Context: an optimization exercise on an open-source flow, tuned for small area and a short achievable clock period. The choices shown serve that exercise and are no tape-out recipe. RTL that was checked went through simulation tests only; none was proved equivalent to the original. The RTL of run 5 was laid out without a check of its function.

--- flow/design.v ---
`timescale 1ns / 1ps
module lab4_2( 
              input wire      mode,
              input wire[2:0] opCode,
              input wire[3:0] value,
              input clk,
              input reset,
              output reg[9:0] result,
              output reg cacheFull,
              output reg invalidOp,
              output reg overflow);
	reg [9:0] p1;
	reg [4:1] p1_one;
	reg [4:0] p1_two;
	wire [11:0] re = {1'b0, result, 1'b0};
	wire [4:1] r_one;
	wire [4:0] r_two;
	genvar d;
	generate
		for (d = 0; d < 5; d = d + 1) begin : enc
			if (d > 0) assign r_one[d] = re[2*d+1] ^ re[2*d];
			assign r_two[d] = (re[2*d+2] & ~re[2*d+1] & ~re[2*d]) | (~re[2*d+2] & re[2*d+1] & re[2*d]);
		end
	endgenerate
	reg [5:0] j;
	reg       w;
	reg [5:0] size;
	reg [3:0] offset;
	reg [2:0] ops  [0:31];
	reg [3:0] vals [0:31];
	reg [2:0] op;
	reg [3:0] v;
	reg       is_setr;	 
	wire in_ok   = ~(opCode[1] & opCode[0]);
	wire load_ok = ~mode & in_ok & ~size[5];
	wire [31:0] wen;
	l42_wen wdec (.ld(load_ok), .sz(size[4:0]), .en(wen));
	genvar e;
	generate
		for (e = 0; e < 32; e = e + 1) begin : wr
			always @(posedge clk) begin
				if (wen[e]) begin
					ops[e]  <= opCode;
					vals[e] <= value;
				end
			end
		end
	endgenerate
	wire is_add2 = ~op[2] & op[0];
	wire is_fma  = ~op[2] & op[1];
	wire [11:0] sadd = {2'b00, result} + (is_add2 ? {2'b00, p1} : 12'd0) + {8'd0, v};
	wire [10:0] fp, fc;
	l42_mac mac (.a(result), .b(p1), .e_one(p1_one), .e_two(p1_two), .v(v), .p(fp), .c(fc));
	reg big;
	integer m;
	always @(*) begin
		big = 1'b0;
		for (m = 1; m < 10; m = m + 1)
			big = big | ((|(result >> m)) & (|(p1 >> (10 - m))));
	end
	wire [2:0] pc_lo, pc_hi;
	l42_pc5 pcl (.x(result[4:0]), .n(pc_lo));
	l42_pc5 pch (.x(result[9:5]), .n(pc_hi));
	wire [3:0] popc = pc_lo + pc_hi;
	wire [9:0] brev = {result[0], result[1], result[2], result[3], result[4],
	                   result[5], result[6], result[7], result[8], result[9]};
	wire       fsel = mode & is_fma;
	wire [9:0] oth_res = (mode & ~is_setr) ? (op[2] ? (op[0] ? brev : {6'd0, popc}) : sadd[9:0]) : result;
	wire       oth_ovf = mode & (is_setr ? overflow : (~op[2] & (sadd[11] | sadd[10])));
	wire [9:0] res_d;
	wire       ovf_d;
	l42_fin fin (.sel(fsel), .p(fp), .c(fc), .big(big), .o_res(oth_res), .o_ovf(oth_ovf), .res(res_d), .ovf(ovf_d));
	wire [3:0] off_new = is_setr ? v : offset;
	wire [5:0] i_new = w ? {2'b00, off_new} : j;
	wire       off_lt = size[5] | ({1'b0, off_new} < size[4:0]);
	wire       j_lt   = size[5] | (j[4:0] < size[4:0]);
	wire       f_valid = w ? off_lt : j_lt;
	wire [223:0] flat;
	generate
		for (e = 0; e < 32; e = e + 1) begin : rd
			assign flat[7*e +: 7] = {ops[e], vals[e]};
		end
	endgenerate
	wire [6:0] rdq;
	l42_rd rdm (.m(flat), .idx(i_new[4:0]), .q(rdq));
	wire [2:0] f_op = f_valid ? rdq[6:4] : 3'b000;
	wire [3:0] f_v  = f_valid ? rdq[3:0] : 4'b0000;
	wire [5:0] j_new = i_new + 6'd1;
	wire [5:0] s_dec = size - 6'd1;
	wire       w_new = w ? ({2'b00, off_new} == s_dec) : (j == s_dec);
	wire [5:0] s_inc = size + 6'd1;
	always @(posedge clk or posedge reset) begin
		if (reset) begin
			result <= 10'd0; overflow <= 1'b0;
		end else begin
			result <= res_d;
			overflow <= ovf_d;
		end
	end
	always @(posedge clk or posedge reset) begin
		if (reset) begin
			p1 <= 10'd0; p1_one <= 4'd0; p1_two <= 5'd0; j <= 6'd1; w <= 1'b0; size <= 6'd0; offset <= 4'd0;
			cacheFull <= 1'b0; invalidOp <= 1'b0;
			op <= 3'b000; v <= 4'b0000; is_setr <= 1'b0;
		end else if (~mode) begin
			invalidOp <= ~in_ok;
			if (in_ok) begin
				if (size[5]) cacheFull <= 1'b1;
				else begin
					size <= s_inc;
					w <= (j == s_inc);
				end
			end
			if (load_ok && j[4:0] == s_inc[4:0]) begin
				op <= opCode;
				v <= value;
				is_setr <= opCode[2] & opCode[1];
			end
		end else begin
			invalidOp <= 1'b0;
			offset <= off_new;
			j <= j_new;
			w <= w_new;
			op <= f_op;
			v <= f_v;
			is_setr <= f_op[2] & f_op[1];
			if (!is_setr) begin
				p1 <= result;
				p1_one <= r_one;
				p1_two <= r_two;
			end
		end
	end
endmodule
module l42_wen(input wire ld, input wire [4:0] sz, output wire [31:0] en);
	wire [3:0] grp = 4'd1 << sz[4:3];
	wire [7:0] low = 8'd1 << sz[2:0];
	wire [3:0] lg;
	l42_and4 ga (.a(grp), .b(ld), .y(lg));
	l42_and32 gb (.a({{8{lg[3]}}, {8{lg[2]}}, {8{lg[1]}}, {8{lg[0]}}}), .b({4{low}}), .y(en));
endmodule
module l42_and4(input wire [3:0] a, input wire b, output wire [3:0] y);
	assign y = a & {4{b}};
endmodule
module l42_and32(input wire [31:0] a, input wire [31:0] b, output wire [31:0] y);
	assign y = a & b;
endmodule
module l42_rd(input wire [223:0] m, input wire [4:0] idx, output wire [6:0] q);
	genvar b, g;
	generate
		for (b = 0; b < 7; b = b + 1) begin : rb
			wire [7:0] l1;
			wire [1:0] l2;
			for (g = 0; g < 8; g = g + 1) begin : grp
				l42_m4 m1 (.d({m[7*(4*g+3)+b], m[7*(4*g+2)+b], m[7*(4*g+1)+b], m[7*(4*g)+b]}),
				           .s(idx[1:0]), .y(l1[g]));
			end
			l42_m4 m2a (.d(l1[3:0]), .s(idx[3:2]), .y(l2[0]));
			l42_m4 m2b (.d(l1[7:4]), .s(idx[3:2]), .y(l2[1]));
			assign q[b] = idx[4] ? l2[1] : l2[0];
		end
	endgenerate
endmodule
module l42_m4(input wire [3:0] d, input wire [1:0] s, output wire y);
	assign y = d[s];
endmodule
module l42_fin(input wire sel, input wire [10:0] p, input wire [10:0] c, input wire big,
               input wire [9:0] o_res, input wire o_ovf,
               output wire [9:0] res, output wire ovf);
	wire [10:0] a0, a1;
	assign a0[9:0] = sel ? p[9:0] : o_res;
	assign a1[9:0] = sel ? ~p[9:0] : o_res;
	assign a0[10] = sel ? (big | p[10]) : o_ovf;
	assign a1[10] = sel ? (big | ~p[10]) : o_ovf;
	wire [10:0] y;
	l42_cmux cm (.c(c), .a0(a0), .a1(a1), .y(y));
	assign res = y[9:0];
	assign ovf = y[10];
endmodule
module l42_cmux(input wire [10:0] c, input wire [10:0] a0, input wire [10:0] a1, output wire [10:0] y);
	assign y = (c & a1) | (~c & a0);
endmodule
module l42_pc5(input wire [4:0] x, output reg [2:0] n);
	always @(*) begin
		case (x)
			5'd0: n = 3'd0;
			5'd1, 5'd2, 5'd4, 5'd8, 5'd16: n = 3'd1;
			5'd3, 5'd5, 5'd6, 5'd9, 5'd10, 5'd12, 5'd17, 5'd18, 5'd20, 5'd24: n = 3'd2;
			5'd7, 5'd11, 5'd13, 5'd14, 5'd19, 5'd21, 5'd22, 5'd25, 5'd26, 5'd28: n = 3'd3;
			5'd31: n = 3'd5;
			default: n = 3'd4;
		endcase
	end
endmodule
module l42_mac(input wire [9:0] a, input wire [9:0] b, input wire [4:1] e_one,
               input wire [4:0] e_two, input wire [3:0] v, output wire [10:0] p, output wire [10:0] c);
	wire [10:0] aa = {1'b0, a};
	wire pp0_0;
	l42_pp upp0_0 (.one(b[0]), .two(e_two[0]), .neg(b[1]), .x1(aa[0]), .x0(1'b0), .y(pp0_0));
	wire pp0_1;
	l42_pp upp0_1 (.one(b[0]), .two(e_two[0]), .neg(b[1]), .x1(aa[1]), .x0(aa[0]), .y(pp0_1));
	wire pp0_2;
	l42_pp upp0_2 (.one(b[0]), .two(e_two[0]), .neg(b[1]), .x1(aa[2]), .x0(aa[1]), .y(pp0_2));
	wire pp0_3;
	l42_pp upp0_3 (.one(b[0]), .two(e_two[0]), .neg(b[1]), .x1(aa[3]), .x0(aa[2]), .y(pp0_3));
	wire pp0_4;
	l42_pp upp0_4 (.one(b[0]), .two(e_two[0]), .neg(b[1]), .x1(aa[4]), .x0(aa[3]), .y(pp0_4));
	wire pp0_5;
	l42_pp upp0_5 (.one(b[0]), .two(e_two[0]), .neg(b[1]), .x1(aa[5]), .x0(aa[4]), .y(pp0_5));
	wire pp0_6;
	l42_pp upp0_6 (.one(b[0]), .two(e_two[0]), .neg(b[1]), .x1(aa[6]), .x0(aa[5]), .y(pp0_6));
	wire pp0_7;
	l42_pp upp0_7 (.one(b[0]), .two(e_two[0]), .neg(b[1]), .x1(aa[7]), .x0(aa[6]), .y(pp0_7));
	wire pp0_8;
	l42_pp upp0_8 (.one(b[0]), .two(e_two[0]), .neg(b[1]), .x1(aa[8]), .x0(aa[7]), .y(pp0_8));
	wire pp0_9;
	l42_pp upp0_9 (.one(b[0]), .two(e_two[0]), .neg(b[1]), .x1(aa[9]), .x0(aa[8]), .y(pp0_9));
	wire pp0_10;
	l42_pp upp0_10 (.one(b[0]), .two(e_two[0]), .neg(b[1]), .x1(aa[10]), .x0(aa[9]), .y(pp0_10));
	wire pp1_2;
	l42_pp upp1_2 (.one(e_one[1]), .two(e_two[1]), .neg(b[3]), .x1(aa[0]), .x0(1'b0), .y(pp1_2));
	wire pp1_3;
	l42_pp upp1_3 (.one(e_one[1]), .two(e_two[1]), .neg(b[3]), .x1(aa[1]), .x0(aa[0]), .y(pp1_3));
	wire pp1_4;
	l42_pp upp1_4 (.one(e_one[1]), .two(e_two[1]), .neg(b[3]), .x1(aa[2]), .x0(aa[1]), .y(pp1_4));
	wire pp1_5;
	l42_pp upp1_5 (.one(e_one[1]), .two(e_two[1]), .neg(b[3]), .x1(aa[3]), .x0(aa[2]), .y(pp1_5));
	wire pp1_6;
	l42_pp upp1_6 (.one(e_one[1]), .two(e_two[1]), .neg(b[3]), .x1(aa[4]), .x0(aa[3]), .y(pp1_6));
	wire pp1_7;
	l42_pp upp1_7 (.one(e_one[1]), .two(e_two[1]), .neg(b[3]), .x1(aa[5]), .x0(aa[4]), .y(pp1_7));
	wire pp1_8;
	l42_pp upp1_8 (.one(e_one[1]), .two(e_two[1]), .neg(b[3]), .x1(aa[6]), .x0(aa[5]), .y(pp1_8));
	wire pp1_9;
	l42_pp upp1_9 (.one(e_one[1]), .two(e_two[1]), .neg(b[3]), .x1(aa[7]), .x0(aa[6]), .y(pp1_9));
	wire pp1_10;
	l42_pp upp1_10 (.one(e_one[1]), .two(e_two[1]), .neg(b[3]), .x1(aa[8]), .x0(aa[7]), .y(pp1_10));
	wire pp2_4;
	l42_pp upp2_4 (.one(e_one[2]), .two(e_two[2]), .neg(b[5]), .x1(aa[0]), .x0(1'b0), .y(pp2_4));
	wire pp2_5;
	l42_pp upp2_5 (.one(e_one[2]), .two(e_two[2]), .neg(b[5]), .x1(aa[1]), .x0(aa[0]), .y(pp2_5));
	wire pp2_6;
	l42_pp upp2_6 (.one(e_one[2]), .two(e_two[2]), .neg(b[5]), .x1(aa[2]), .x0(aa[1]), .y(pp2_6));
	wire pp2_7;
	l42_pp upp2_7 (.one(e_one[2]), .two(e_two[2]), .neg(b[5]), .x1(aa[3]), .x0(aa[2]), .y(pp2_7));
	wire pp2_8;
	l42_pp upp2_8 (.one(e_one[2]), .two(e_two[2]), .neg(b[5]), .x1(aa[4]), .x0(aa[3]), .y(pp2_8));
	wire pp2_9;
	l42_pp upp2_9 (.one(e_one[2]), .two(e_two[2]), .neg(b[5]), .x1(aa[5]), .x0(aa[4]), .y(pp2_9));
	wire pp2_10;
	l42_pp upp2_10 (.one(e_one[2]), .two(e_two[2]), .neg(b[5]), .x1(aa[6]), .x0(aa[5]), .y(pp2_10));
	wire pp3_6;
	l42_pp upp3_6 (.one(e_one[3]), .two(e_two[3]), .neg(b[7]), .x1(aa[0]), .x0(1'b0), .y(pp3_6));
	wire pp3_7;
	l42_pp upp3_7 (.one(e_one[3]), .two(e_two[3]), .neg(b[7]), .x1(aa[1]), .x0(aa[0]), .y(pp3_7));
	wire pp3_8;
	l42_pp upp3_8 (.one(e_one[3]), .two(e_two[3]), .neg(b[7]), .x1(aa[2]), .x0(aa[1]), .y(pp3_8));
	wire pp3_9;
	l42_pp upp3_9 (.one(e_one[3]), .two(e_two[3]), .neg(b[7]), .x1(aa[3]), .x0(aa[2]), .y(pp3_9));
	wire pp3_10;
	l42_pp upp3_10 (.one(e_one[3]), .two(e_two[3]), .neg(b[7]), .x1(aa[4]), .x0(aa[3]), .y(pp3_10));
	wire pp4_8;
	l42_pp upp4_8 (.one(e_one[4]), .two(e_two[4]), .neg(b[9]), .x1(aa[0]), .x0(1'b0), .y(pp4_8));
	wire pp4_9;
	l42_pp upp4_9 (.one(e_one[4]), .two(e_two[4]), .neg(b[9]), .x1(aa[1]), .x0(aa[0]), .y(pp4_9));
	wire pp4_10;
	l42_pp upp4_10 (.one(e_one[4]), .two(e_two[4]), .neg(b[9]), .x1(aa[2]), .x0(aa[1]), .y(pp4_10));
	wire pp5_10 = b[9] & aa[0];
	wire s0 = pp0_6 ^ pp1_6;
	wire c0 = pp0_6 & pp1_6;
	wire s1 = pp0_7 ^ pp1_7;
	wire c1 = pp0_7 & pp1_7;
	wire s2 = pp0_8 ^ pp1_8 ^ pp2_8;
	wire c2 = (pp0_8 & pp1_8) | (pp0_8 & pp2_8) | (pp1_8 & pp2_8);
	wire s3 = pp3_8 ^ pp4_8;
	wire c3 = pp3_8 & pp4_8;
	wire s4 = pp0_9 ^ pp1_9 ^ pp2_9;
	wire c4 = (pp0_9 & pp1_9) | (pp0_9 & pp2_9) | (pp1_9 & pp2_9);
	wire s5 = pp3_9 ^ pp4_9;
	wire c5 = pp3_9 & pp4_9;
	wire s6 = pp0_10 ^ pp1_10 ^ pp2_10;
	wire c6 = (pp0_10 & pp1_10) | (pp0_10 & pp2_10) | (pp1_10 & pp2_10);
	wire s7 = pp3_10 ^ pp4_10 ^ pp5_10;
	wire c7 = (pp3_10 & pp4_10) | (pp3_10 & pp5_10) | (pp4_10 & pp5_10);
	wire s8 = pp0_2 ^ pp1_2;
	wire c8 = pp0_2 & pp1_2;
	wire s9 = pp0_3 ^ pp1_3;
	wire c9 = pp0_3 & pp1_3;
	wire s10 = pp0_4 ^ pp1_4 ^ pp2_4;
	wire c10 = (pp0_4 & pp1_4) | (pp0_4 & pp2_4) | (pp1_4 & pp2_4);
	wire s11 = pp0_5 ^ pp1_5;
	wire c11 = pp0_5 & pp1_5;
	wire s12 = s0 ^ pp2_6 ^ pp3_6;
	wire c12 = (s0 & pp2_6) | (s0 & pp3_6) | (pp2_6 & pp3_6);
	wire s13 = s1 ^ pp2_7 ^ pp3_7;
	wire c13 = (s1 & pp2_7) | (s1 & pp3_7) | (pp2_7 & pp3_7);
	wire s14 = s2 ^ s3 ^ b[9];
	wire c14 = (s2 & s3) | (s2 & b[9]) | (s3 & b[9]);
	wire s15 = s4 ^ s5 ^ c2;
	wire c15 = (s4 & s5) | (s4 & c2) | (s5 & c2);
	wire s16 = s6 ^ s7 ^ c4;
	wire c16 = (s6 & s7) | (s6 & c4) | (s7 & c4);
	wire s17 = pp0_0 ^ b[1];
	wire c17 = pp0_0 & b[1];
	wire s18 = pp0_1 ^ v[1];
	wire c18 = pp0_1 & v[1];
	wire s19 = s8 ^ b[3] ^ v[2];
	wire c19 = (s8 & b[3]) | (s8 & v[2]) | (b[3] & v[2]);
	wire s20 = s9 ^ v[3] ^ c8;
	wire c20 = (s9 & v[3]) | (s9 & c8) | (v[3] & c8);
	wire s21 = s10 ^ b[5] ^ c9;
	wire c21 = (s10 & b[5]) | (s10 & c9) | (b[5] & c9);
	wire s22 = s11 ^ pp2_5 ^ c10;
	wire c22 = (s11 & pp2_5) | (s11 & c10) | (pp2_5 & c10);
	wire s23 = s12 ^ b[7] ^ c11;
	wire c23 = (s12 & b[7]) | (s12 & c11) | (b[7] & c11);
	wire s24 = s13 ^ c0 ^ c12;
	wire c24 = (s13 & c0) | (s13 & c12) | (c0 & c12);
	wire s25 = s14 ^ c1 ^ c13;
	wire c25 = (s14 & c1) | (s14 & c13) | (c1 & c13);
	wire s26 = s15 ^ c3 ^ c14;
	wire c26 = (s15 & c3) | (s15 & c14) | (c3 & c14);
	wire s27 = s16 ^ c5 ^ c15;
	wire c27 = (s16 & c5) | (s16 & c15) | (c5 & c15);
	wire [10:0] x = {s27, s26, s25, s24, s23, s22, s21, s20, s19, s18, s17};
	wire [10:0] y = {c26, c25, c24, c23, c22, c21, c20, c19, c18, c17, v[0]};
	l42_add11 add (.x(x), .y(y), .p(p), .c(c));
endmodule
module l42_add11(input wire [10:0] x, input wire [10:0] y, output wire [10:0] p, output wire [10:0] c);
	wire [10:0] g0 = x & y;
	wire [10:0] p0 = x ^ y;
	wire g1_1 = g0[1] | (p0[1] & g0[0]);
	wire p1_1 = p0[1] & p0[0];
	wire g1_3 = g0[3] | (p0[3] & g0[2]);
	wire p1_3 = p0[3] & p0[2];
	wire g1_5 = g0[5] | (p0[5] & g0[4]);
	wire p1_5 = p0[5] & p0[4];
	wire g1_7 = g0[7] | (p0[7] & g0[6]);
	wire p1_7 = p0[7] & p0[6];
	wire g1_9 = g0[9] | (p0[9] & g0[8]);
	wire p1_9 = p0[9] & p0[8];
	wire g2_2 = g0[2] | (p0[2] & g1_1);
	wire p2_2 = p0[2] & p1_1;
	wire g2_3 = g1_3 | (p1_3 & g1_1);
	wire p2_3 = p1_3 & p1_1;
	wire g2_6 = g0[6] | (p0[6] & g1_5);
	wire p2_6 = p0[6] & p1_5;
	wire g2_7 = g1_7 | (p1_7 & g1_5);
	wire p2_7 = p1_7 & p1_5;
	wire g2_10 = g0[10] | (p0[10] & g1_9);
	wire p2_10 = p0[10] & p1_9;
	wire g3_4 = g0[4] | (p0[4] & g2_3);
	wire p3_4 = p0[4] & p2_3;
	wire g3_5 = g1_5 | (p1_5 & g2_3);
	wire p3_5 = p1_5 & p2_3;
	wire g3_6 = g2_6 | (p2_6 & g2_3);
	wire p3_6 = p2_6 & p2_3;
	wire g3_7 = g2_7 | (p2_7 & g2_3);
	wire p3_7 = p2_7 & p2_3;
	wire g4_8 = g0[8] | (p0[8] & g3_7);
	wire p4_8 = p0[8] & p3_7;
	wire g4_9 = g1_9 | (p1_9 & g3_7);
	wire p4_9 = p1_9 & p3_7;
	wire g4_10 = g2_10 | (p2_10 & g3_7);
	wire p4_10 = p2_10 & p3_7;
	assign p = p0;
	assign c[0] = 1'b0;
	assign c[1] = g0[0];
	assign c[2] = g1_1;
	assign c[3] = g2_2;
	assign c[4] = g2_3;
	assign c[5] = g3_4;
	assign c[6] = g3_5;
	assign c[7] = g3_6;
	assign c[8] = g3_7;
	assign c[9] = g4_8;
	assign c[10] = g4_9;
endmodule
module l42_pp(input wire one, input wire two, input wire neg, input wire x1, input wire x0, output wire y);
	assign y = ((one & x1) | (two & x0)) ^ neg;
endmodule
--- flow/run.sh ---
#!/bin/bash
# synth_recipe.tcl (not shown) runs the flow's synth.tcl, then flattens the netlist and writes it again
# the make line also repeats each setting of config.mk as NAME=value (left out here)
make -C /OpenROAD-flow-scripts/flow DESIGN_CONFIG=/design/flow/config.mk WORK_HOME=/design/flow/orfs CLKGATE_MAP_FILE= SYNTH_SCRIPT=/design/flow/synth_recipe.tcl finish
--- flow/config.mk ---
export PLATFORM = sky130hd
export DESIGN_NAME = lab4_2
export DESIGN_NICKNAME = lab4_2
export VERILOG_FILES = /design/flow/design.v
export SDC_FILE = /design/flow/constraint.sdc
export NUM_CORES = 4
export LEC_CHECK = 0
export CAP_MARGIN = 20
export CORE_MARGIN = 2
export CORE_UTILIZATION = 50
export CTS_BUF_LIST = sky130_fd_sc_hd__clkbuf_16
export CTS_CLUSTER_DIAMETER = 100
export CTS_CLUSTER_SIZE = 22
export SETUP_SLACK_MARGIN = 4.6
export SLEW_MARGIN = 20
export SYNTH_HIERARCHICAL = 1
export SYNTH_MINIMUM_KEEP_SIZE = 0
--- flow/constraint.sdc ---
create_clock -name core_clock -period 8.0 [get_ports {clk}]
set_input_delay 1.6000 -clock core_clock [delete_from_list [all_inputs] [get_ports {clk}]]
set_output_delay 1.6000 -clock core_clock [all_outputs]
set_load 0.01 [all_outputs]
==> results of run 1 <==
[layer usage]
metal	routed length (µm)	part of all wire, %	track usage [%]	up-vias
met1	16500	45	33.9	4648
met4	933	2.5	6.47	0
li1	-	-	-	4192
met2	17600	48	37.7	274
met3	1610	4.4	2.63	48
met5	0	0	0	-
[synth_stat cells (6+ instances only)]
library cell    n  area share (%)
a21o_1         10            0.49
mux2_2          8            0.59
o21ai_1        10            0.33
nor2b_1         9            0.37
clkbuf_1       10            0.25
o21ai_0        36             1.2
xor2_1         11            0.63
ha_1           61             5.0
a31oi_1        11            0.45
nand2b_1       13            0.53
buf_4          14            0.69
mux2i_1        12            0.79
mux4_2         70              10
nor3_1         11            0.36
a21oi_1        34             1.1
mux2_4         21             2.1
edfxtp_1      224              44
inv_1          70             1.7
a22oi_2        35             2.9
nand2_1        72             1.8
nor2_1         40            0.98
o22ai_1         8            0.33
fa_1           21             2.7
xnor2_1        62             3.6
buf_6           6            0.44
dfrtp_1        56             9.2
and2_1         48             2.0
nand3_1         9            0.29
[cell families (layout without fill, tap and decap cells)]
logic type	after synthesis	count (layout)	share of synthesized area, %
buf+inv	110	179	3.40
flops	281	281	53.3
fa+ha+maj	82	82	7.74
mux	113	113	13.9
xor+xnor	74	74	4.33
simple gates	238	239	8.12
other cells	2	8	0.0491
compound gates	182	182	9.11
[cells in the final DEF, fill, tap and decap left out, types with 5 or more instances in the layout]
cell type	Yosys	routed
edfxtp_1	224	224
nand2_1	72	71
mux4_2	70	70
inv_1	70	68
xnor2_1	62	58
ha_1	61	56
buf_4	14	48
nor2_1	40	40
a22oi_2	35	35
dfrtp_1	56	35
o21ai_0	36	34
and2_2	0	30
a21oi_1	34	28
mux2_4	21	21
fa_1	21	20
clkdlybuf4s50_1	0	20
and2_1	48	17
clkbuf_16	0	17
nand2b_1	13	12
dfrtp_4	0	12
a31oi_1	11	11
xor2_1	11	11
mux2i_1	12	11
o21ai_1	10	11
a21o_1	10	10
buf_6	6	10
nor3_1	11	9
dfrtp_2	0	9
mux2_2	8	8
nor2b_1	9	8
nand3_1	9	8
o22ai_1	8	8
inv_2	1	7
conb_1	2	7
o211ai_1	5	5
nor3b_1	5	5
nand4b_1	5	5
[path summary, 6_finish.rpt]
| check | end | slack (ps) | from |
|---|---|---|---|
| setup / recovery | overflow$_DFF_PP0_ | 4410 | result[4]$_DFF_PP0_ |
| hold / removal | cacheFull$_DFFE_PP0P_ | 480 | cacheFull$_DFFE_PP0P_ |
| setup reg to reg | overflow$_DFF_PP0_ | 4410 | result[4]$_DFF_PP0_ |
| hold reg to reg | cacheFull$_DFFE_PP0P_ | 480 | cacheFull$_DFFE_PP0P_ |
| max in group asynchronous | p1_two[0]$_DFFE_PP0P_ | 5750 | reset |
| min in group asynchronous | result[3]$_DFF_PP0_ | 1630 | reset |
[stage by stage]
stage | worst slack (ps) | area (µm²)
floorplan | 4010 | 15400
global placement | 3690 | 16000
detailed placement | 3630 | 16000
CTS | 4370 | 16900
global route | 4300 | 17100
finish | 4410 | 17100
[modules after synthesis (local to each module, per instance)]
module | flip-flops and latches | area, µm²
l42_and32 | 0 | 200
l42_add11 | 0 | 374
l42_and4 | 0 | 25.0
l42_mac | 0 | 593
l42_cmux | 0 | 165
l42_rd | 0 | 116
l42_pp | 0 | 21.3
lab4_2 | 281 | 10800
l42_fin | 0 | 243
l42_wen | 0 | 87.6
l42_pc5 | 0 | 185
l42_m4 | 0 | 22.5
[layout make-up]
cell class,instances,area (µm²),share of cell area (%)
diodes,1,2.50,0.0146
well taps,396,495,2.89
flip-flops and latches,281,8210,47.9
repair buffers,84,773,4.52
multi-input cells,697,6900,40.3
inverters,71,267,1.56
clock inverters,7,55.1,0.321
clock buffers,17,425,2.48
[sequential cells by signal, summed over array words and instances, names as in the netlist, 4 cells and up]
register  flops
ops          96
size          6
p1           10
result       10
j             6
offset        4
p1_one        4
p1_two        5
vals        128
v             4
[timing repair]
item | CTS | global route
pin swaps | 18 | 17
setup endpoints to repair | 252 | 244
cloned | 0 | 1
gates resized for setup | 56 | 49
buffers inserted | 38 | 9
==> reports/qor.yml, run 1 <==
clk_transition_reported_paths_ps: 100
numCtsBuffers: 17
worstPathRequired_ps: 8400
critPathTopFamily: "adder cells"
ys.flop_type: "edfxtp_1"
cp.buffers_inverters: 3
cap_viol_max_count: 0
fin_tns_setup_ps: 0
postCtsHoldBufs: 0
overflow: 0
grt.total_usage_pct: 23.4
fin_crit_sh_pct: 44.9
clockBufferDepth: 3
grt_pass1_vias: 8903
status: "finished clean"
dpl.cell_count: 1481
die_area_um2: 32000
hp-class: "reg -> reg"
h-tree-depth: 1
slowest_delay_ps: 550
fin_crit_ps: 3590
routedWlPerCell_um: 23.6
hold_depth: 1
drtPass1Iterations: 5
cp_slowest_cell: "dfrtp_4"
cp_cell_sequence: "buf_6, a22oi_2, xnor2_2, fa_1, fa_1, inv_1, fa_1, inv_1, ha_4, nor3_2, nor3_2, mux2_4"
setup_violations: 0
cp_common_cell: "fa_1"
cts.sinks: 281
die_y_um: 179
rsz0062_at_grt: "yes"
synth_edf_count: 224
end_kind: "flop"
drtIter0Drc: 631
finClkSkew_ps: 22.8
drv_slew: 0
via_count: 9162
nets: 1244
io_pins: 23
fmax_mhz: 278
hpwl_um: 23000
totalWireLength_um: 36700
syn_avg_cell_area_um2: 14.1
drive_above_1_share_pct: 27.7
placementRows: 64
cp.arrival_ps: 3990
reg2reg_depth: 12
hold_viol_final: 0
viasPerCell: 5.90
fill_cells: 2471
drc: 0
die_w_um: 179
core_um2: 30300
cp.depth: 12
yosys_warnings: 10
antenna_found_initial: 0
netlist_instances: 1082
initial_core_util_pct: 50.4
cp_max_fo: 5
maxSlewHeadroom_pct: 19.1
crit_type: "reg -> reg"
tightest_slew_ps: 1210
async_flop_share_pct: 20.3
ctsRootBufferMaster: "clkbuf_16"
ys_seq_area_share_pct: 53.3
whs_ps: 483
cts_tree: "done"
synth_area_um2: 15300
ys_ff_latch: 281
crit_path_start_kind: "flop"
grt_pass1_wl_um: 55500
ys_types: 75
final_util_pct: 56.4
areaGrowthSynthToFinish_pct: 12.0
grt_max_degree: 59
numPortBuffers: 22
ant_nets: 0
insertion_delay_ps: 500
gp_congestion: 0.811
final_cells: 1554
==> run 2, diff against run 1 <==
--- a/flow/config.mk
+++ b/flow/config.mk
@@ -10,7 +10,7 @@
 export CORE_UTILIZATION = 50
 export CTS_BUF_LIST = sky130_fd_sc_hd__clkbuf_16
-export CTS_CLUSTER_DIAMETER = 100
-export CTS_CLUSTER_SIZE = 22
-export SETUP_SLACK_MARGIN = 4.6
+export CTS_CLUSTER_DIAMETER = 120
+export CTS_CLUSTER_SIZE = 28
+export SETUP_SLACK_MARGIN = 4.5
 export SLEW_MARGIN = 20
 export SYNTH_HIERARCHICAL = 1
==> run 2 against run 1 <==
Net effect: wire length hardly changed; non-clock buffer count is 15 lower; critical endpoint unchanged.
==> reports/qor.yml, run 2 <==
status: "finished clean"  # unchanged
die_y_um: 179  # unchanged
drive_above_1_share_pct: 25.9  # was 27.7%
fin_crit_ps: 3580  # was 3590 ps
grt_pass1_vias: 8931  # was 8903
placementRows: 64  # unchanged
hold_depth: 1  # unchanged
routedWlPerCell_um: 23.9  # was 23.6 µm
hold_viol_final: 0  # unchanged
tightest_slew_ps: 1100  # was 1210 ps
numPortBuffers: 22  # unchanged
r2r_slack_ps: 4420  # was 4410 ps
cts.sinks: 281  # unchanged
viasPerCell: 5.91  # was 5.90
fin_tns_setup_ps: 0  # unchanged
core_um2: 30300  # unchanged
numCtsBuffers: 14  # was 17
final_cells: 1537  # was 1554
synth.most_common_cell: "edfxtp_1"  # unchanged
ys_types: 75  # unchanged
yosysTopAreaCell: "edfxtp_1"  # unchanged
rr_startpoint: "p1[0]$_DFFE_PP0P_"  # was result[4]$_DFF_PP0_
nets: 1225  # was 1244
worstSetupStartpoint: "p1[0]$_DFFE_PP0P_"  # was result[4]$_DFF_PP0_
cap_viol_max_count: 0  # unchanged
final_common_cell: "edfxtp_1"  # unchanged
grt.total_usage_pct: 23.7  # was 23.4%
hp-class: "reg -> reg"  # unchanged
setup_violations: 0  # unchanged
crit_path_start_kind: "flop"  # unchanged
r2r_end: "overflow$_DFF_PP0_"  # unchanged
fmax_mhz: 280  # was 278 MHz
ys_ff_latch: 281  # unchanged
drc: 0  # unchanged
grt_pass1_wl_um: 56100  # was 55500 µm
cts_tree: "done"  # unchanged
synth_area_um2: 15300  # unchanged
cp_cell_sequence: "a22oi_2, xnor2_1, ha_1, inv_1, fa_1, fa_1, inv_2, ha_4, and2_4, nand3_2, o211a_1, nor3_4, mux2_4"  # was buf_6, a22oi_2, xnor2_2, fa_1, fa_1, inv_1, fa_1, inv_1, ha_4, nor3_2, nor3_2, mux2_4
drtIter0Drc: 619  # was 631
hold_start: "cacheFull$_DFFE_PP0P_"  # unchanged
die_area_um2: 32000  # unchanged
drtPass1Iterations: 6  # was 5
yosys-top-cells-area: "edfxtp_1 (44%), mux4_2 (10%), dfrtp_1 (9.2%)"  # unchanged
overflow: 0  # unchanged
ys_seq_area_share_pct: 53.3  # unchanged
ant_nets: 0  # unchanged
clockBufferDepth: 3  # unchanged
finClkSkew_ps: 47.8  # was 22.8 ps
cp_common_cell: "fa_1"  # unchanged
insertion_delay_ps: 510  # was 500 ps
dpl.cell_count: 1479  # was 1481
grt_max_degree: 59  # unchanged
largest_register: "vals"  # unchanged
cp_slowest_cell: "dfrtp_4"  # unchanged
worstPathRequired_ps: 8400  # about the same
min_delay_worst_endpoint: "cacheFull$_DFFE_PP0P_"  # unchanged
antenna_found_initial: 0  # unchanged
end_kind: "flop"  # unchanged
maxSlewHeadroom_pct: 26.6  # was 19.1%
whs_ps: 498  # was 483 ps
cp.arrival_ps: 3980  # was 3990 ps
async_flop_share_pct: 20.3  # unchanged
final_util_pct: 55.6  # was 56.4%
hpwl_um: 23300  # was 23000 µm
clk_transition_reported_paths_ps: 120  # was 100 ps
synth_edf_count: 224  # unchanged
antenna_cells: 0  # was 1
largest_register_ffs: 128  # unchanged
fin_crit_sh_pct: 44.7  # was 44.9%
die_w_um: 179  # unchanged
syn_avg_cell_area_um2: 14.1  # unchanged
h-tree-depth: 1  # unchanged
areaGrowthSynthToFinish_pct: 10.3  # was 12.0%
postCtsHoldBufs: 0  # unchanged
yosys_warnings: 10  # unchanged
synthDominantCellAreaShare_pct: 44.0  # unchanged
rsz0062_at_grt: "yes"  # unchanged
io_pins: 23  # unchanged
via_count: 9080  # was 9162
gp_congestion: 0.826  # was 0.811
ctsRootBufferMaster: "clkbuf_16"  # unchanged
synthTopCellsByCount: "edfxtp_1 (224), nand2_1 (72), inv_1 (70), mux4_2 (70), xnor2_1 (62)"  # unchanged
final_cell_mix: "edfxtp_1 (224), inv_1 (72), nand2_1 (72)"  # was edfxtp_1 (224), nand2_1 (71), mux4_2 (70)
reg2reg_depth: 13  # was 12
ys.flop_type: "edfxtp_1"  # unchanged
crit_type: "reg -> reg"  # unchanged
netlist_instances: 1082  # unchanged
drv_slew: 0  # unchanged
reg_top3: "vals (128), ops (96)"  # unchanged
totalWireLength_um: 36700  # about the same
slowest_delay_ps: 570  # was 550 ps
cp_max_fo: 6  # was 5
initial_core_util_pct: 50.4  # unchanged
==> run 2: cell counts after synthesis <==
Identical to the previous run, type by type.
==> run 2: timing repair <==
| action | 4_1_cts | 5_1_grt |
|---|---|---|
| setup buffers | 27 | 7 |
| pin swaps | 12 | 16 |
| resized for setup | 46 | 38 |
| setup endpoints to repair | 245 | 238 |
==> run 2: worst max path at each step <==
stage | to | slack, ps
floorplan | is_setr$_DFFE_PP0P_ | 4010
global placement | result[9]$_DFF_PP0_ | 3700
detailed placement | result[9]$_DFF_PP0_ | 3670
CTS | overflow$_DFF_PP0_ | 4330
global route | overflow$_DFF_PP0_ | 4310
finish | overflow$_DFF_PP0_ | 4420
==> run 2: critical path: cells and delay by family (launching register included) <==
family          cells  cell delay (ps)
fa+ha+maj           4             1470
flops               1              570
xor+xnor            1              140
compound gates      2              450
buf+inv             2              120
mux                 1              310
simple gates        3              400
==> run 2: logic make-up after synthesis <==
| kind of cell | synth area share (%) |
|---|---|
| AOI/OAI and AO/OA | 9.11 |
| xor gates and xnor gates | 4.33 |
| adders and majority gates | 7.74 |
| buffers and inverters | 3.40 |
| DFF | 53.3 |
| muxes | 13.9 |
| other | 0.0491 |
| and+or+nand+nor | 8.12 |
==> run 2: cell type report <==
cell class              count  area [µm²]
multi-input cells         696        6850
well taps                 396         495
repair buffers             69         594
inverters                  71         267
flip-flops and latches    281        8210
fillers                  2502       13500
clock inverters             9        73.8
clock buffers              15         375
==> run 2: stage by stage <==
step / setup slack [ps] / area (µm²)
5_1_grt: 4310 / 16900
6_report: 4420 / 16900
2_1_floorplan: 4010 / 15400
3_5_place_dp: 3670 / 15900
3_3_place_gp: 3700 / 15900
4_1_cts: 4330 / 16700
==> run 2: per-layer routing <==
| layer | vias to the layer above | track usage (%) | routed length [µm] |
|---|---|---|---|
| met2 | 248 | 38.6 | 17500 |
| met1 | 4636 | 34.1 | 16500 |
| met3 | 38 | 2.67 | 1800 |
| met4 | 0 | 6.37 | 845 |
| li1 | 4158 | - | - |
| met5 | - | 0 | 0 |
==> run 2: modules after synthesis, one instance, submodules excluded, excerpt <==
module,area (µm²),flip-flops and latches,copies in the design,cells inside
l42_fin,243,0,1,46
l42_and32,200,0,1,32
l42_pc5,185,0,2,23
l42_cmux,165,0,1,11
l42_rd,116,0,1,8
l42_and4,25.0,0,1,4
l42_m4,22.5,0,70,1
l42_pp,21.3,0,35,2
==> run 3, diff against run 2 <==
--- a/flow/config.mk
+++ b/flow/config.mk
@@ -9,7 +9,7 @@
 export CORE_MARGIN = 2
 export CORE_UTILIZATION = 50
-export CTS_BUF_LIST = sky130_fd_sc_hd__clkbuf_16
-export CTS_CLUSTER_DIAMETER = 120
-export CTS_CLUSTER_SIZE = 28
+export CTS_BUF_LIST = sky130_fd_sc_hd__clkbuf_8 sky130_fd_sc_hd__clkbuf_16
+export CTS_CLUSTER_DIAMETER = 80
+export CTS_CLUSTER_SIZE = 14
 export SETUP_SLACK_MARGIN = 4.5
 export SLEW_MARGIN = 20
==> run 3 against run 2 <==
Net effect: critical endpoint unchanged; hold slack worse by 7.5 ps; wire length is 0.71% higher; synthesized cell count stayed put; highest routed layer unchanged; register-to-register slack hardly changed; area after synthesis stayed put; clock-buffer cell count is 10 higher; setup slack worse by 12 ps; critical path depth stayed put; core utilization is 0.72 points higher; first-iteration DRC count is 18% higher.
==> reports/qor.yml, run 3 <==
antenna_cells: 0  # unchanged
seq_area_um2: 8210  # about the same
ys_types: 75  # unchanged
numPortBuffers: 22  # unchanged
hpwl_um: 23300  # unchanged
drive_above_1_share_pct: 26.0  # was 25.9%
tightest_slew_ps: 1150  # was 1100 ps
core_um2: 30300  # unchanged
insertion_delay_ps: 520  # was 510 ps
end_kind: "flop"  # unchanged
die_area_um2: 32000  # unchanged
initial_core_util_pct: 50.4  # unchanged
drc: 0  # unchanged
viasPerCell: 5.87  # was 5.91
fin_crit_ps: 3590  # was 3580 ps
final_cell_mix: "edfxtp_1 (224), inv_1 (81), nand2_1 (72)"  # was edfxtp_1 (224), inv_1 (72), nand2_1 (72)
multi_input_area_um2: 6840  # was 6850 µm²
drv_slew: 0  # unchanged
r2r_slack_ps: 4410  # was 4420 ps
dpl_cell_area_um2: 15900  # unchanged
fill_cells: 2486  # was 2502
clk_transition_reported_paths_ps: 70  # was 120 ps
yosys-top-cells-area: "edfxtp_1 (44%), mux4_2 (10%), dfrtp_1 (9.2%)"  # unchanged
synth_edf_count: 224  # unchanged
ys_seq_area_share_pct: 53.3  # unchanged
hold_viol_final: 0  # unchanged
nets: 1233  # was 1225
cts.sinks: 281  # unchanged
yosys_warnings: 10  # unchanged
final_common_cell: "edfxtp_1"  # unchanged
crit_path_start_kind: "flop"  # unchanged
routedWlPerCell_um: 23.8  # was 23.9 µm
io_pins: 23  # unchanged
largest_register: "vals"  # unchanged
async_flop_share_pct: 20.3  # unchanged
grt_max_degree: 59  # unchanged
grt_pass1_vias: 9053  # was 8931
drtPass1Iterations: 5  # was 6
fmax_mhz: 279  # was 280 MHz
h-tree-depth: 1  # unchanged
synthDominantCellAreaShare_pct: 44.0  # unchanged
ant_nets: 0  # unchanged
via_count: 9130  # was 9080
crit_type: "reg -> reg"  # unchanged
drtIter0Drc: 729  # was 619
fin_tns_setup_ps: 0  # unchanged
cts_tree: "done"  # unchanged
syn_avg_cell_area_um2: 14.1  # unchanged
areaGrowthSynthToFinish_pct: 11.8  # was 10.3%
cp.arrival_ps: 4000  # was 3980 ps
grt.total_usage_pct: 23.9  # was 23.7%
final_cells: 1555  # was 1537
ctsRootBufferMaster: "clkbuf_16"  # unchanged
grt_pass1_wl_um: 56500  # was 56100 µm
setup_violations: 0  # unchanged
reg_top3: "vals (128), ops (96)"  # unchanged
cap_viol_max_count: 0  # unchanged
antenna_found_initial: 0  # unchanged
largest_register_ffs: 128  # unchanged
die_y_um: 179  # unchanged
status: "finished clean"  # unchanged
hp-class: "reg -> reg"  # unchanged
numCtsBuffers: 24  # was 14
fin_crit_sh_pct: 44.8  # was 44.7%
gp_congestion: 0.826  # unchanged
whs_ps: 491  # was 498 ps
netlist_instances: 1082  # unchanged
synth.most_common_cell: "edfxtp_1"  # unchanged
placementRows: 64  # unchanged
cp_max_fo: 6  # unchanged
totalWireLength_um: 36900  # was 36700 µm
maxSlewHeadroom_pct: 23.3  # was 26.6%
postCtsHoldBufs: 0  # unchanged
die_w_um: 179  # unchanged
yosysTopAreaCell: "edfxtp_1"  # unchanged
dpl.cell_count: 1479  # unchanged
worstPathRequired_ps: 8410  # was 8400 ps
ys_ff_latch: 281  # unchanged
finClkSkew_ps: 13.6  # was 47.8 ps
design_area_um2: 17100  # was 16900 µm²
synth_area_um2: 15300  # unchanged
overflow: 0  # unchanged
rsz0062_at_grt: "yes"  # unchanged
clockBufferDepth: 3  # unchanged
synthTopCellsByCount: "edfxtp_1 (224), nand2_1 (72), inv_1 (70), mux4_2 (70), xnor2_1 (62)"  # unchanged
ys.flop_type: "edfxtp_1"  # unchanged
## run 3: cell types whose count changed in the layout (fill, tap and decap cells not counted), sizes merged
| cell | change |
|---|---|
| buf | -2 |
| bufinv | -1 |
| inv | +9 |
| clkbuf | +10 |
| clkinv | +1 |
| clkinvlp | +1 |
## run 3: stage by stage
stage	worst slack, ps	utilization [%]
2_1_floorplan	4010	-
3_3_place_gp	3700	52.5
3_5_place_dp	3670	52.5
4_1_cts	4340	55.8
5_1_grt	4310	56.3
6_report	4410	56.3
## run 3: timing repair
item | CTS | global route
pin swaps | 12 | 7
gates resized for setup | 42 | 37
setup buffers | 25 | 7
setup endpoints to repair | 245 | 219
## run 3: cells by family (layout without fill, tap and decap cells)
| family | count (synthesis) | after routing | synth area share, % |
|---|---|---|---|
| other | 2 | 7 | 0.0491 |
| AO/OA/AOI/OAI | 182 | 182 | 9.11 |
| flip-flops | 281 | 281 | 53.3 |
| AND/OR/NAND/NOR | 238 | 238 | 8.12 |
| multiplexers | 113 | 113 | 13.9 |
| buffers and inverters | 110 | 182 | 3.40 |
| XOR/XNOR | 74 | 74 | 4.33 |
| adder cells (fa/ha/maj) | 82 | 82 | 7.74 |
## run 3: cell type report
cell class	count	share of cell area (%)
clock buffer	25	3.66
clock inverter	19	0.469
inverter	71	1.56
multi-input combinational	696	40.0
sequential	281	48.0
tap	396	2.90
timing repair buffer	67	3.37
## run 3: final timing paths
check                                           start                     to  depth (start not counted)
worst max-delay path                p1[0]$_DFFE_PP0P_     overflow$_DFF_PP0_                         13
worst min-delay path            cacheFull$_DFFE_PP0P_  cacheFull$_DFFE_PP0P_                          1
worst max register to register      p1[0]$_DFFE_PP0P_     overflow$_DFF_PP0_                         13
worst min register to register  cacheFull$_DFFE_PP0P_  cacheFull$_DFFE_PP0P_                          1
max in group asynchronous                       reset    result[6]$_DFF_PP0_                          3
min in group asynchronous                       reset       j[3]$_DFFE_PP0P_                          3
## run 3: worst max-delay path, cell delays in order (launching register included)
cell	delay, ps
dfrtp_4	550
a22oi_2	190
xnor2_1	140
ha_1	250
inv_1	60
fa_1	420
fa_1	510
inv_2	60
ha_4	290
and2_4	170
nand3_2	100
o211a_1	270
nor3_4	150
mux2_4	310
## run 3: metal layers
| layer | wire length [µm] | track usage (%) | vias to the layer above |
|---|---|---|---|
| met3 | 2270 | 2.97 | 46 |
| li1 | - | - | 4184 |
| met2 | 17500 | 38.4 | 310 |
| met4 | 918 | 6.98 | 0 |
| met1 | 16200 | 34.4 | 4590 |
| met5 | 0 | 0 | - |
## run 3: modules after synthesis, one instance, submodules excluded, excerpt
module	cells inside	flops+latches	copies in the design	area (µm²)
lab4_2	675	281	1	10800
l42_mac	59	0	1	593
l42_add11	49	0	1	374
l42_pc5	23	0	2	185
l42_m4	1	0	70	22.5
l42_pp	2	0	35	21.3
==> run 4, diff against run 3 <==
--- a/flow/config.mk
+++ b/flow/config.mk
@@ -9,7 +9,7 @@
 export CORE_MARGIN = 2
 export CORE_UTILIZATION = 50
-export CTS_BUF_LIST = sky130_fd_sc_hd__clkbuf_8 sky130_fd_sc_hd__clkbuf_16
-export CTS_CLUSTER_DIAMETER = 80
-export CTS_CLUSTER_SIZE = 14
+export CTS_BUF_LIST = sky130_fd_sc_hd__clkbuf_16
+export CTS_CLUSTER_DIAMETER = 100
+export CTS_CLUSTER_SIZE = 22
 export SETUP_SLACK_MARGIN = 4.5
 export SLEW_MARGIN = 20
==> run 4 against run 3 <==
Net effect: still clean; setup slack improved by 8.3 ps; clock-buffer cell count decreased by 8; non-clock buffer count up 6; sequential cell count stayed put; register-to-register slack about the same; synthesized cell count stayed put; cell area shrank 1.1%; final cell count decreased by 0.90%; critical path type unchanged.
==> reports/qor.yml, run 4 <==
synth_edf_count: 224  # unchanged
viasPerCell: 5.92  # was 5.87
setup_violations: 0  # unchanged
synthDominantCellAreaShare_pct: 44.0  # unchanged
reg_top3: "vals (128), ops (96)"  # unchanged
clk_transition_reported_paths_ps: 90  # was 70 ps
end_kind: "flop"  # unchanged
via_count: 9130  # unchanged
crit_path_start_kind: "flop"  # unchanged
grt_pass1_wl_um: 55800  # was 56500 µm
hpwl_um: 23300  # unchanged
ctsRootBufferMaster: "clkbuf_16"  # unchanged
numCtsBuffers: 17  # was 24
drive_above_1_share_pct: 26.0  # about the same
drc: 0  # unchanged
critPathTopFamily: "adder cells"  # unchanged
netlist_instances: 1082  # unchanged
synth.most_common_cell: "edfxtp_1"  # unchanged
placementRows: 64  # unchanged
yosys_warnings: 10  # unchanged
yosys-top-cells-area: "edfxtp_1 (44%), mux4_2 (10%), dfrtp_1 (9.2%)"  # unchanged
crit_type: "reg -> reg"  # unchanged
die_y_um: 179  # unchanged
yosysTopAreaCell: "edfxtp_1"  # unchanged
ys.flop_type: "edfxtp_1"  # unchanged
antenna_found_initial: 0  # unchanged
numPortBuffers: 22  # unchanged
cp.buffers_inverters: 3  # was 2
final_util_pct: 55.7  # was 56.3%
areaGrowthSynthToFinish_pct: 10.5  # was 11.8%
grt.total_usage_pct: 23.5  # was 23.9%
grt_pass1_vias: 8913  # was 9053
cp_cell_sequence: "buf_4, a22oi_2, xnor2_2, fa_1, inv_1, fa_1, fa_1, inv_2, ha_4, nor2_1, nor3_4, mux2_4"  # was a22oi_2, xnor2_1, ha_1, inv_1, fa_1, fa_1, inv_2, ha_4, and2_4, nand3_2, o211a_1, nor3_4, mux2_4
clockBufferDepth: 3  # unchanged
grt_max_degree: 59  # unchanged
io_pins: 23  # unchanged
hp-class: "reg -> reg"  # unchanged
tightest_slew_ps: 1090  # was 1150 ps
cp.arrival_ps: 3970  # was 4000 ps
fin_tns_setup_ps: 0  # unchanged
ys_types: 75  # unchanged
drtPass1Iterations: 5  # unchanged
rsz0062_at_grt: "yes"  # unchanged
cap_viol_max_count: 0  # unchanged
async_flop_share_pct: 20.3  # unchanged
largest_register: "vals"  # unchanged
final_common_cell: "edfxtp_1"  # unchanged
die_area_um2: 32000  # unchanged
drtIter0Drc: 675  # was 729
antenna_cells: 0  # unchanged
ant_nets: 0  # unchanged
synthTopCellsByCount: "edfxtp_1 (224), nand2_1 (72), inv_1 (70), mux4_2 (70), xnor2_1 (62)"  # unchanged
insertion_delay_ps: 500  # was 520 ps
cts_tree: "done"  # unchanged
ys_ff_latch: 281  # unchanged
drv_slew: 0  # unchanged
gp_congestion: 0.826  # unchanged
die_w_um: 179  # unchanged
syn_avg_cell_area_um2: 14.1  # unchanged
maxSlewHeadroom_pct: 27.4  # was 23.3%
hold_viol_final: 0  # unchanged
finClkSkew_ps: 13.1  # was 13.6 ps
nets: 1232  # was 1233
h-tree-depth: 1  # unchanged
routedWlPerCell_um: 23.8  # about the same
initial_core_util_pct: 50.4  # unchanged
cp_max_fo: 4  # was 6
core_um2: 30300  # unchanged
final_cell_mix: "edfxtp_1 (224), nand2_1 (72), mux4_2 (70)"  # was edfxtp_1 (224), inv_1 (81), nand2_1 (72)
largest_register_ffs: 128  # unchanged
slowest_delay_ps: 560  # was 550 ps
worstPathRequired_ps: 8400  # was 8410 ps
synth_area_um2: 15300  # unchanged
cp_slowest_cell: "fa_1"  # was dfrtp_4
overflow: 0  # unchanged
totalWireLength_um: 36700  # was 36900 µm
fin_crit_ps: 3580  # was 3590 ps
cp_common_cell: "fa_1"  # unchanged
fmax_mhz: 279  # about the same
ys_seq_area_share_pct: 53.3  # unchanged
fin_crit_sh_pct: 44.7  # was 44.8%
cts.sinks: 281  # unchanged
status: "finished clean"  # unchanged
run 4: metal layers:
layer | share of wire (%) | GRT usage (%)
met1 | 45 | 34.2
met2 | 48 | 38.0
met3 | 5.3 | 2.48
met4 | 2.6 | 6.10
met5 | 0 | 0
run 4: layout make-up:
type / instances / area, µm²
clock inverter: 7 / 52.6
tap: 396 / 495
fill: 2500 / 13400
clock buffer: 17 / 425
timing repair buffer: 73 / 621
multi-input combinational: 696 / 6830
inverter: 71 / 267
sequential: 281 / 8210
run 4: final timing paths:
path | from | endpoint | slack [ps] | cells after the start
setup / recovery | result[7]$_DFF_PP0_ | overflow$_DFF_PP0_ | 4420 | 12
max in group asynchronous | reset | result[2]$_DFF_PP0_ | 5760 | 3
hold / removal | cacheFull$_DFFE_PP0P_ | cacheFull$_DFFE_PP0P_ | 500 | 1
min in group asynchronous | reset | j[1]$_DFFE_PP0P_ | 1620 | 3
hold reg to reg | cacheFull$_DFFE_PP0P_ | cacheFull$_DFFE_PP0P_ | 500 | 1
setup reg to reg | result[7]$_DFF_PP0_ | overflow$_DFF_PP0_ | 4420 | 12
run 4: cell families (layout without fill, tap and decap cells):
| kind of cell | count (synthesis) | in the layout | synth area share, % |
|---|---|---|---|
| multiplexers | 113 | 113 | 13.9 |
| XOR/XNOR | 74 | 74 | 4.33 |
| adder cells (fa/ha/maj) | 82 | 82 | 7.74 |
| flip-flops | 281 | 281 | 53.3 |
| other | 2 | 7 | 0.0491 |
| buffers and inverters | 110 | 168 | 3.40 |
| AND/OR/NAND/NOR | 238 | 238 | 8.12 |
| AO/OA/AOI/OAI | 182 | 182 | 9.11 |
run 4: modules after synthesis, one instance, submodules excluded, a selection:
module | flip-flops and latches | copies in the design | cells
lab4_2 | 281 | 1 | 675
l42_add11 | 0 | 1 | 49
l42_fin | 0 | 1 | 46
l42_and32 | 0 | 1 | 32
l42_pc5 | 0 | 2 | 23
l42_rd | 0 | 1 | 8
l42_and4 | 0 | 1 | 4
l42_m4 | 0 | 70 | 1
l42_pp | 0 | 35 | 2
run 4: through the flow:
step / std cells / cell area (µm²) / setup slack (ps) / hold WS, ps
after global routing: 1541 / 16900 / 4310 / 536
after CTS: 1528 / 16700 / 4330 / 512
after floorplan: 1087 / 15400 / 4010 / 464
after global placement: 1479 / 15900 / 3700 / 472
final: 1541 / 16900 / 4420 / 498
after detailed placement: 1479 / 15900 / 3670 / 479
run 4: what timing repair did:
item,4_1_cts,5_1_grt
resized for setup,41,36
setup endpoints to repair,245,105
pin swaps,12,5
hold buffers,0,0
setup buffers,25,13
run 4: worst register-to-register path: cells and delay by family, from the launching register on:
family / cells / cell delay (ps)
AO/OA/AOI/OAI: 1 / 190
XOR/XNOR: 1 / 90
adder cells (fa/ha/maj): 4 / 1800
buffers and inverters: 3 / 270
flip-flops: 1 / 530
multiplexers: 1 / 310
AND/OR/NAND/NOR: 2 / 270
==> run 5, diff against run 4 <==
--- a/flow/design.v
+++ b/flow/design.v
@@ -34,6 +34,14 @@
 	wire in_ok   = ~(opCode[1] & opCode[0]);
 	wire load_ok = ~mode & in_ok & ~size[5];
+	reg       pend;
+	reg [2:0] pend_op;
+	reg [3:0] pend_v;
+	wire [4:0] pw = size[4:0] - 5'd1;
+	always @(posedge clk) begin
+		pend_op <= opCode;
+		pend_v <= value;
+	end
 	wire [31:0] wen;
-	l42_wen wdec (.ld(load_ok), .sz(size[4:0]), .en(wen));
+	l42_wen wdec (.ld(pend), .sz(pw), .en(wen));
 	genvar e;
 	generate
@@ -41,6 +49,6 @@
 			always @(posedge clk) begin
 				if (wen[e]) begin
-					ops[e]  <= opCode;
-					vals[e] <= value;
+					ops[e]  <= pend_op;
+					vals[e] <= pend_v;
 				end
 			end
@@ -84,6 +92,7 @@
 	wire [6:0] rdq;
 	l42_rd rdm (.m(flat), .idx(i_new[4:0]), .q(rdq));
-	wire [2:0] f_op = f_valid ? rdq[6:4] : 3'b000;
-	wire [3:0] f_v  = f_valid ? rdq[3:0] : 4'b0000;
+	wire       f_byp = pend & (w ? ({1'b0, off_new} == pw) : (j[4:0] == pw));
+	wire [2:0] f_op = f_byp ? pend_op : f_valid ? rdq[6:4] : 3'b000;
+	wire [3:0] f_v  = f_byp ? pend_v  : f_valid ? rdq[3:0] : 4'b0000;
 	wire [5:0] j_new = i_new + 6'd1;
 	wire [5:0] s_dec = size - 6'd1;
@@ -92,6 +101,7 @@
 	always @(posedge clk or posedge reset) begin
 		if (reset) begin
-			result <= 10'd0; overflow <= 1'b0;
+			result <= 10'd0; overflow <= 1'b0; pend <= 1'b0;
 		end else begin
+			pend <= load_ok;
 			result <= res_d;
 			overflow <= ovf_d;
--- a/flow/config.mk
+++ b/flow/config.mk
@@ -8,9 +8,9 @@
 export CAP_MARGIN = 20
 export CORE_MARGIN = 2
-export CORE_UTILIZATION = 50
+export CORE_UTILIZATION = 40
 export CTS_BUF_LIST = sky130_fd_sc_hd__clkbuf_16
 export CTS_CLUSTER_DIAMETER = 100
 export CTS_CLUSTER_SIZE = 22
-export SETUP_SLACK_MARGIN = 4.5
+export SETUP_SLACK_MARGIN = 4.4
 export SLEW_MARGIN = 20
 export SYNTH_HIERARCHICAL = 1
==> run 5 against run 4 <==
Net effect: register-to-register slack got worse by 40 ps; critical path depth rose by 1; core utilization decreased by 11 points; setup slack worse by 44 ps; sequential cell count increased by 8; via count grew 1.5%; critical path type unchanged; synthesized cell count is 1.4% higher; still clean.
==> reports/qor.yml, run 5 <==
core_um2: 38600  # was 30300 µm²
ys_seq_area_share_pct: 53.5  # was 53.3%
hp-class: "reg -> reg"  # unchanged
dpl_cell_area_um2: 16400  # was 15900 µm²
async_flop_share_pct: 20.1  # was 20.3%
final_util_pct: 45.1  # was 55.7%
netlist_instances: 1097  # was 1082
drc: 0  # unchanged
largest_register_ffs: 128  # unchanged
crit_type: "reg -> reg"  # unchanged
totalWireLength_um: 36100  # was 36700 µm
critPathTopFamily: "adder cells"  # unchanged
placementRows: 72  # was 64
rsz0062_at_grt: "yes"  # unchanged
cts_tree: "done"  # unchanged
hold_viol_final: 0  # unchanged
synth.most_common_cell: "edfxtp_1"  # unchanged
tightest_slew_ps: 789  # was 1090 ps
initial_core_util_pct: 40.4  # was 50.4%
maxSlewHeadroom_pct: 47.4  # was 27.4%
reg_top3: "vals (128), ops (96)"  # unchanged
ys_types: 80  # was 75
worstPathRequired_ps: 8400  # about the same
yosysTopAreaCell: "edfxtp_1"  # unchanged
r2r_end: "overflow$_DFF_PP0_"  # unchanged
fin_crit_ps: 3620  # was 3580 ps
fin_crit_sh_pct: 45.3  # was 44.7%
antenna_found_initial: 0  # unchanged
h-tree-depth: 1  # unchanged
final_cells: 1688  # was 1541
drv_slew: 0  # unchanged
numCtsBuffers: 17  # unchanged
design_area_um2: 17400  # was 16900 µm²
final_common_cell: "edfxtp_1"  # unchanged
r2r_slack_ps: 4380  # was 4420 ps
fin_tns_setup_ps: 0  # unchanged
die_y_um: 201  # was 179 µm
yosys_warnings: 10  # unchanged
setup_violations: 0  # unchanged
ys_ff_latch: 289  # was 281
hpwl_um: 23300  # about the same
postCtsHoldBufs: 0  # unchanged
finClkSkew_ps: 33.5  # was 13.1 ps
synthTopCellsByCount: "edfxtp_1 (224), nand2_1 (79), mux4_2 (70), inv_1 (62)"  # was edfxtp_1 (224), nand2_1 (72), inv_1 (70), mux4_2 (70), xnor2_1 (62)
overflow: 0  # unchanged
die_w_um: 201  # was 179 µm
routedWlPerCell_um: 21.4  # was 23.8 µm
yosys-top-cells-area: "edfxtp_1 (43%), mux4_2 (10%), dfrtp_1 (9.2%)"  # was edfxtp_1 (44%), mux4_2 (10%), dfrtp_1 (9.2%)
grt_max_degree: 59  # unchanged
drtPass1Iterations: 5  # unchanged
clockBufferDepth: 3  # unchanged
dpl.cell_count: 1616  # was 1479
grt_pass1_wl_um: 56100  # was 55800 µm
areaGrowthSynthToFinish_pct: 11.6  # was 10.5%
viasPerCell: 5.49  # was 5.92
reg2reg_depth: 13  # was 12
worstSetupStartpoint: "p1[0]$_DFFE_PP0P_"  # was result[7]$_DFF_PP0_
largest_register: "vals"  # unchanged
cp_cell_sequence: "a22oi_2, xnor2_1, ha_1, inv_2, fa_1, fa_1, inv_2, ha_4, and2_4, nand3_2, o211a_1, nor3_2, mux2_4"  # was buf_4, a22oi_2, xnor2_2, fa_1, inv_1, fa_1, fa_1, inv_2, ha_4, nor2_1, nor3_4, mux2_4
insertion_delay_ps: 520  # was 500 ps
crit_path_start_kind: "flop"  # unchanged
ys.flop_type: "edfxtp_1"  # unchanged
grt_pass1_vias: 9285  # was 8913
numPortBuffers: 22  # unchanged
hold_depth: 1  # unchanged
nets: 1251  # was 1232
rr_startpoint: "p1[0]$_DFFE_PP0P_"  # was result[7]$_DFF_PP0_
via_count: 9270  # was 9130
final_cell_mix: "edfxtp_1 (224), nand2_1 (79), mux4_2 (70)"  # was edfxtp_1 (224), nand2_1 (72), mux4_2 (70)
cp_slowest_cell: "dfrtp_4"  # was fa_1
drtIter0Drc: 875  # was 675
slowest_delay_ps: 550  # was 560 ps
grt.total_usage_pct: 17.9  # was 23.5%
cp.arrival_ps: 4030  # was 3970 ps
synth_edf_count: 224  # unchanged
io_pins: 23  # unchanged
clk_transition_reported_paths_ps: 100  # was 90 ps
gp_congestion: 0.847  # was 0.826
min_delay_worst_endpoint: "cacheFull$_DFFE_PP0P_"  # unchanged
fmax_mhz: 276  # was 279 MHz
die_area_um2: 40500  # was 32000 µm²
antenna_cells: 0  # unchanged
end_kind: "flop"  # unchanged
status: "finished clean"  # unchanged
synthDominantCellAreaShare_pct: 43.2  # was 44.0%
syn_avg_cell_area_um2: 14.2  # was 14.1 µm²
drive_above_1_share_pct: 24.4  # was 26.0%
ant_nets: 0  # unchanged
hold_start: "cacheFull$_DFFE_PP0P_"  # unchanged
cp.buffers_inverters: 2  # was 3
synth_area_um2: 15600  # was 15300 µm²
cp_max_fo: 6  # was 4
cts.sinks: 289  # was 281
cap_viol_max_count: 0  # unchanged
ctsRootBufferMaster: "clkbuf_16"  # unchanged
==> run 5: cell count changes after synthesis, sizes merged, moves of 7 or more <==
cell    change
nor2       +10
a211oi      +7
a221o       +7
dfxtp       +7
inv         -7
nand2       +7
==> run 5: how the worst max path moves through the flow <==
stage                               end  slack [ps]  cells past startpoint
floorplan             op[1]$_DFFE_PP0P_        3760                      9
global placement    result[3]$_DFF_PP0_        3700                      8
finish               overflow$_DFF_PP0_        4380                     13
global route        result[9]$_DFF_PP0_        4260                     13
detailed placement  result[2]$_DFF_PP0_        3690                      8
CTS                 result[7]$_DFF_PP0_        4370                     13
==> run 5: cell families (layout without fill, tap and decap cells) <==
group                      after synthesis  in the layout  share of synthesized area (%)
muxes                                  108            108                           13.4
DFF                                    289            289                           53.5
AOI/OAI and AO/OA                      183            183                           9.23
and+or+nand+nor                        258            258                           8.61
adders and majority gates               82             82                           7.61
buffers and inverters                  103            171                           3.36
xor gates and xnor gates                72             72                           4.25
other                                    2              7                         0.0483
==> run 5: per-module statistics from Yosys (local to each module, per instance) <==
module	flip-flops and latches	cells inside	times used	cell area [µm²]
l42_and32	0	32	1	200
l42_and4	0	4	1	25.0
l42_cmux	0	11	1	165
l42_rd	0	8	1	116
lab4_2	289	690	1	11100
l42_wen	0	12	1	87.6
l42_pc5	0	23	2	185
l42_add11	0	49	1	374
l42_mac	0	59	1	593
l42_m4	0	1	70	22.5
l42_pp	0	2	35	21.3
l42_fin	0	46	1	243
==> run 5: worst register-to-register path, cell delays in order (launching register included) <==
cell	delay, ps
dfrtp_4	550
a22oi_2	210
xnor2_1	90
ha_1	280
inv_2	40
fa_1	470
fa_1	540
inv_2	50
ha_4	260
and2_4	160
nand3_2	110
o211a_1	250
nor3_2	200
mux2_4	320
==> run 5: per-layer routing <==
layer	wire [µm]	GRT usage, %	vias up
met5	0	0	-
met4	643	3.76	0
met3	1540	2.24	34
met2	16800	28.5	209
met1	17100	26.6	4776
li1	-	-	4251
==> run 5: final cells by class <==
type / count / area (µm²)
Fill cell: 3444 / 21200
Sequential cell: 289 / 8380
Multi-Input combinational cell: 710 / 6940
Timing Repair Buffer: 76 / 664
Tap cell: 518 / 648
Clock buffer: 17 / 425
Inverter: 65 / 244
Clock inverter: 13 / 68.8
==> run 5: through the flow <==
stage	setup slack [ps]	hold slack, ps
after detailed placement	3690	448
final	4380	470
after global routing	4260	500
after CTS	4370	470
after floorplan	3760	465
after global placement	3700	446
==> run 5: what timing repair did <==
action,CTS,global route
gates resized for setup,33,17
buffers inserted,41,1
setup endpoints to repair,18,17
pin swaps,16,8

[afterwards: timing with drivers on the ports]
In the flow no input, the clock included, has a driving cell. The finished layouts below were timed again as built, in two steps.
Step 1, drivers: a clkbuf_16 drives clk and a buf_2 each remaining input, both assumed.
Step 2 also shifts input and output timing later by t, the mid clock arrival at the registers, as if the neighbouring blocks saw the same clock.
Three values: no drivers, after step 1, after step 2; two values: the first two.
| run | t (ns) | setup WS [ns] | worst setup path after step 2 | clock arrival spread, ns |
|---|---|---|---|---|
| run 1 | 0.542 | 4.409 / 4.409 / 4.030 | input to register | 0.023 / 0.023 |
| run 2 | 0.534 | 4.424 / 4.424 / 3.971 | input to register | 0.047 / 0.048 |
| run 3 | 0.567 | 4.412 / 4.412 / 3.953 | input to register | 0.014 / 0.014 |
| run 4 | 0.544 | 4.421 / 4.421 / 3.954 | input to register | 0.019 / 0.019 |
| run 5 | 0.557 | 4.377 / 4.377 / 3.937 | input to register | 0.034 / 0.035 |
After both steps every run listed still meets setup and hold. The setup slack of run 4, which loses most, moves by 0.000 ns with the drivers and by -0.467 ns with both steps.
